This is an optimization exercise on Yosys and OpenROAD, whose aim is small area, a short achievable clock period and few clock cycles per item, not a production implementation.
In this exercise RTL edits were held to simulation tests only and were not proved equivalent to the original.

Design proc, start of the top module:
module proc(
    i_clk    ,
    i_rstn   ,
    i_en     ,
    i_grant_rd  ,
    i_grant_wr  ,
    i_valid  ,
    i_instr ,
    i_data ,
    o_addr  ,
    o_finish ,
    o_req_rd,
    o_req_wr,
    o_ack    ,
    o_data   ,
    o_wr_size ,
    o_busy
);
For scale: ~4200 cells after synthesis, ~320 I/O pins.
clock: 11.0 ns
lec_check: 0
cap_margin: 20
core_margin: 2
core_utilization: 65
slew_margin: 20
synth_hierarchical: 1
standard.sh (not shown) runs the stock make flow with config.mk's settings and CLKGATE_MAP_FILE= SYNTH_SCRIPT=/design/flow/synth_recipe.tcl, a recipe that flattens the netlist after the stock synthesis.
==> flow/flow/run.sh <==
#!/bin/bash
# Own flow: the standard ORFS flow (standard.sh, unchanged synthesis), with
#  - the port buffers made as sky130_fd_sc_hd__buf_1 instead of the default delay buffer,
#  - timing repair (floorplan, CTS, global route) aiming at extra setup slack,
#  - clock tree synthesis without dummy loads.
# The make output goes to make.log; ORFS writes each step's log under orfs/logs/.
set -euo pipefail
export BUFFER_PORTS_ARGS="-buffer_cell sky130_fd_sc_hd__buf_1"
export SETUP_SLACK_MARGIN=7.6
export CTS_ARGS="-sink_clustering_enable -repair_clock_nets -sink_clustering_size 8 -sink_clustering_max_diameter 40 -buf_list {sky130_fd_sc_hd__clkbuf_4} -dont_use_dummy_load"
bash standard.sh > make.log 2>&1
The starting point finished with timing, DRC and antenna clean.
Testbench counts at the start, summed over its fixed seeds: cycles 21,430, items 15,905.
==> next run, changes <==
--- a/flow/flow/run.sh
+++ b/flow/flow/run.sh
@@ -9 +9 @@
-export SETUP_SLACK_MARGIN=7.6
+export SETUP_SLACK_MARGIN=7.4
TNS_END_PERCENT = 10   (was not set)
=> Synthesized area is unchanged; clock skew came out lower by 0.012 ns; critical path depth is unchanged; synthesized cell count is unchanged; worst setup slack is worse by 0.066 ns; utilization came out lower by 7.9 points; via count came out lower by a few percent.
==> next run, changes <==
--- a/flow/flow/run.sh
+++ b/flow/flow/run.sh
@@ -9,2 +9,2 @@
-export SETUP_SLACK_MARGIN=7.4
-export CTS_ARGS="-sink_clustering_enable -repair_clock_nets -sink_clustering_size 8 -sink_clustering_max_diameter 40 -buf_list {sky130_fd_sc_hd__clkbuf_4} -dont_use_dummy_load"
+export SETUP_SLACK_MARGIN=7.3
+export CTS_ARGS="-sink_clustering_enable -repair_clock_nets -sink_clustering_size 8 -sink_clustering_max_diameter 40 -buf_list {sky130_fd_sc_hd__clkbuf_4} -dont_use_dummy_load -root_buf sky130_fd_sc_hd__clkbuf_16"
TNS_END_PERCENT = not set   (was 10)
Routed wire length is about the same.
Worst hold slack improved by 0.033 ns.
Critical path depth grows by 12.
Global-route usage grows by 0.72 points.
Register-to-register slack got worse by 0.09 ns.
Sequential share of layout area shrinks by 0.92 points.
Core utilization grows by 2.4 points.
Non-clock buffer count grows by 60.
Flip-flop and latch count does not change.
==> next run, changes <==
--- a/flow/flow/run.sh
+++ b/flow/flow/run.sh
@@ -9,2 +9,2 @@
-export SETUP_SLACK_MARGIN=7.3
-export CTS_ARGS="-sink_clustering_enable -repair_clock_nets -sink_clustering_size 8 -sink_clustering_max_diameter 40 -buf_list {sky130_fd_sc_hd__clkbuf_4} -dont_use_dummy_load -root_buf sky130_fd_sc_hd__clkbuf_16"
+export SETUP_SLACK_MARGIN=7.0
+export CTS_ARGS="-sink_clustering_enable -repair_clock_nets -sink_clustering_size 8 -sink_clustering_max_diameter 40 -buf_list {sky130_fd_sc_hd__clkbuf_4} -dont_use_dummy_load"
Outcome:
- worst setup slack gets worse by 0.11 ns
- wire length shrinks by about 5%
- area after synthesis does not change
- flip-flop and latch count does not change
- maximum frequency shrinks by 2.6%
- utilization shrinks by 4.7 points
- cell area shrinks by about 6%
- cell count shrinks by about 1.8%

proc again, from the RTL that the note above started with.
==> flow/design.v (excerpt) <==
module proc(
    i_clk    ,
    i_rstn   ,
    i_en     ,
    i_grant_rd  ,
    i_grant_wr  ,
    i_valid  ,
    i_instr ,
    i_data ,
    o_addr  ,
    o_finish ,
    o_req_rd,
    o_req_wr,
    o_ack    ,
    o_data   ,
    o_wr_size ,
    o_busy
);
==> flow/config.mk <==
export PLATFORM = sky130hd
export DESIGN_NAME = proc
export DESIGN_NICKNAME = proc
export VERILOG_FILES = /design/flow/design.v
export SDC_FILE = /design/flow/constraint.sdc
export NUM_CORES = 4
export LEC_CHECK = 0
export CAP_MARGIN = 20
export CORE_MARGIN = 2
export CORE_UTILIZATION = 65
export SLEW_MARGIN = 20
export SYNTH_HIERARCHICAL = 1
export TNS_END_PERCENT = 10
==> flow/constraint.sdc <==
create_clock -name core_clock -period 11.0 [get_ports {i_clk}]
set_input_delay 2.2000 -clock core_clock [delete_from_list [all_inputs] [get_ports {i_clk}]]
set_output_delay 2.2000 -clock core_clock [all_outputs]
set_load 0.01 [all_outputs]
==> flow/flow/run.sh <==
#!/bin/bash
# Own flow: the standard ORFS flow (standard.sh, unchanged synthesis), with
#  - the port buffers made as sky130_fd_sc_hd__buf_1 instead of the default delay buffer,
#  - timing repair (floorplan, CTS, global route) aiming at extra setup slack,
#  - clock tree synthesis without dummy loads.
# The make output goes to make.log; ORFS writes each step's log under orfs/logs/.
set -euo pipefail
export BUFFER_PORTS_ARGS="-buffer_cell sky130_fd_sc_hd__buf_1"
export SETUP_SLACK_MARGIN=7.3
export CTS_ARGS="-sink_clustering_enable -repair_clock_nets -sink_clustering_size 8 -sink_clustering_max_diameter 40 -buf_list {sky130_fd_sc_hd__clkbuf_4} -dont_use_dummy_load"
bash standard.sh > make.log 2>&1
Testbench counts at the start, summed over its fixed seeds: cycles 21,430, items 15,905.
Change:
- CORE_UTILIZATION: 65 -> 55
- TNS_END_PERCENT: 10 -> default
- sequential share of layout area went down by 0.74 points
- die area went up by about a fifth
- worst hold slack gets worse by 0.019 ns
- setup slack gets better by 0.12 ns
- fmax went up by a few percent
- cell count went up by a few percent
Change:
- CORE_UTILIZATION: 55 -> 65
The new run went through all stages and came out clean.
Clock-buffer cell count decreases by 1.
Non-clock buffer count increases by 14.
Final area decreases by 0.63%.
Hold slack degrades by 0.0069 ns.
Register-to-register slack improves by 0.06 ns.
Flip-flop and latch count does not change.
Setup slack degrades by 0.037 ns.
Change:
--- a/flow/flow/run.sh
+++ b/flow/flow/run.sh
@@ -9,3 +9,3 @@
 export SETUP_SLACK_MARGIN=7.3
-export CTS_ARGS="-sink_clustering_enable -repair_clock_nets -sink_clustering_size 8 -sink_clustering_max_diameter 40 -buf_list {sky130_fd_sc_hd__clkbuf_4} -dont_use_dummy_load"
+export CTS_ARGS="-sink_clustering_enable -repair_clock_nets -sink_clustering_size 10 -sink_clustering_max_diameter 50 -buf_list {sky130_fd_sc_hd__clkbuf_4} -dont_use_dummy_load"
 bash standard.sh > make.log 2>&1
- CORE_UTILIZATION: 65 -> 55
Worst hold slack improves by 0.030 ns; global-route usage came out lower by 4.0 points; clock skew increases by 0.0089 ns; via count goes down by a few percent; setup slack barely changes; area after synthesis stays the same; critical path depth stays the same; cell area climbs slightly; count of clock-buffer cells in the layout drops by 19; first-iteration DRC count shrinks by about a fifth.

## re-timing with driven ports
The flow's constraints put no driver on any port. The routed layouts listed below were extracted and timed again, unchanged, in two steps.
Step 1 assumes that a clkbuf_16 drives the clock port and a buf_2 every other input.
Step 2 adds t to the input delays and takes it off the output delays; t is the mean of the earliest and latest rising clock arrival at the registers after step 1. Input paths then give back, and output paths get back, about the clock's delay inside the block.
Slacks: no drivers / after step 1 / after step 2; pairs: no drivers / after step 1.
run | t (ns) | slack for setup (ns) | hold WS [ns] | worst setup path after step 2 | latest minus earliest clock arrival (ns)
the first run of note 1 | 0.987 | 7.264 / 7.197 / 6.387 | 0.267 / 0.267 / 0.267 | input to register | 0.145 / 0.144
the second run of note 1 | 0.957 | 7.198 / 7.130 / 6.329 | 0.300 / 0.300 / 0.300 | input to register | 0.127 / 0.127
the third run of note 1 | 0.649 | 7.107 / 7.144 / 6.495 | 0.332 / 0.332 / 0.332 | input to register | 0.078 / 0.078
the fourth run of note 1 | 0.965 | 7.002 / 7.002 / 6.125 | 0.356 / 0.356 / 0.356 | input to register | 0.131 / 0.131
the first run of note 2 | 0.942 | 7.185 / 7.152 / 6.283 | 0.354 / 0.354 / 0.354 | input to register | 0.141 / 0.141
the second run of note 2 | 0.959 | 7.303 / 7.254 / 6.356 | 0.335 / 0.335 / 0.335 | input to register | 0.142 / 0.142
the third run of note 2 | 0.952 | 7.266 / 7.198 / 6.388 | 0.328 / 0.328 / 0.328 | input to register | 0.152 / 0.152
the fourth run of note 2 | 0.938 | 7.268 / 7.199 / 6.392 | 0.358 / 0.358 / 0.358 | input to register | 0.161 / 0.161
After both steps setup and hold are still met in every run listed. For the second run of note 2, which loses most, drivers alone change the setup slack by -0.049 ns; drivers and shift together by -0.947 ns.
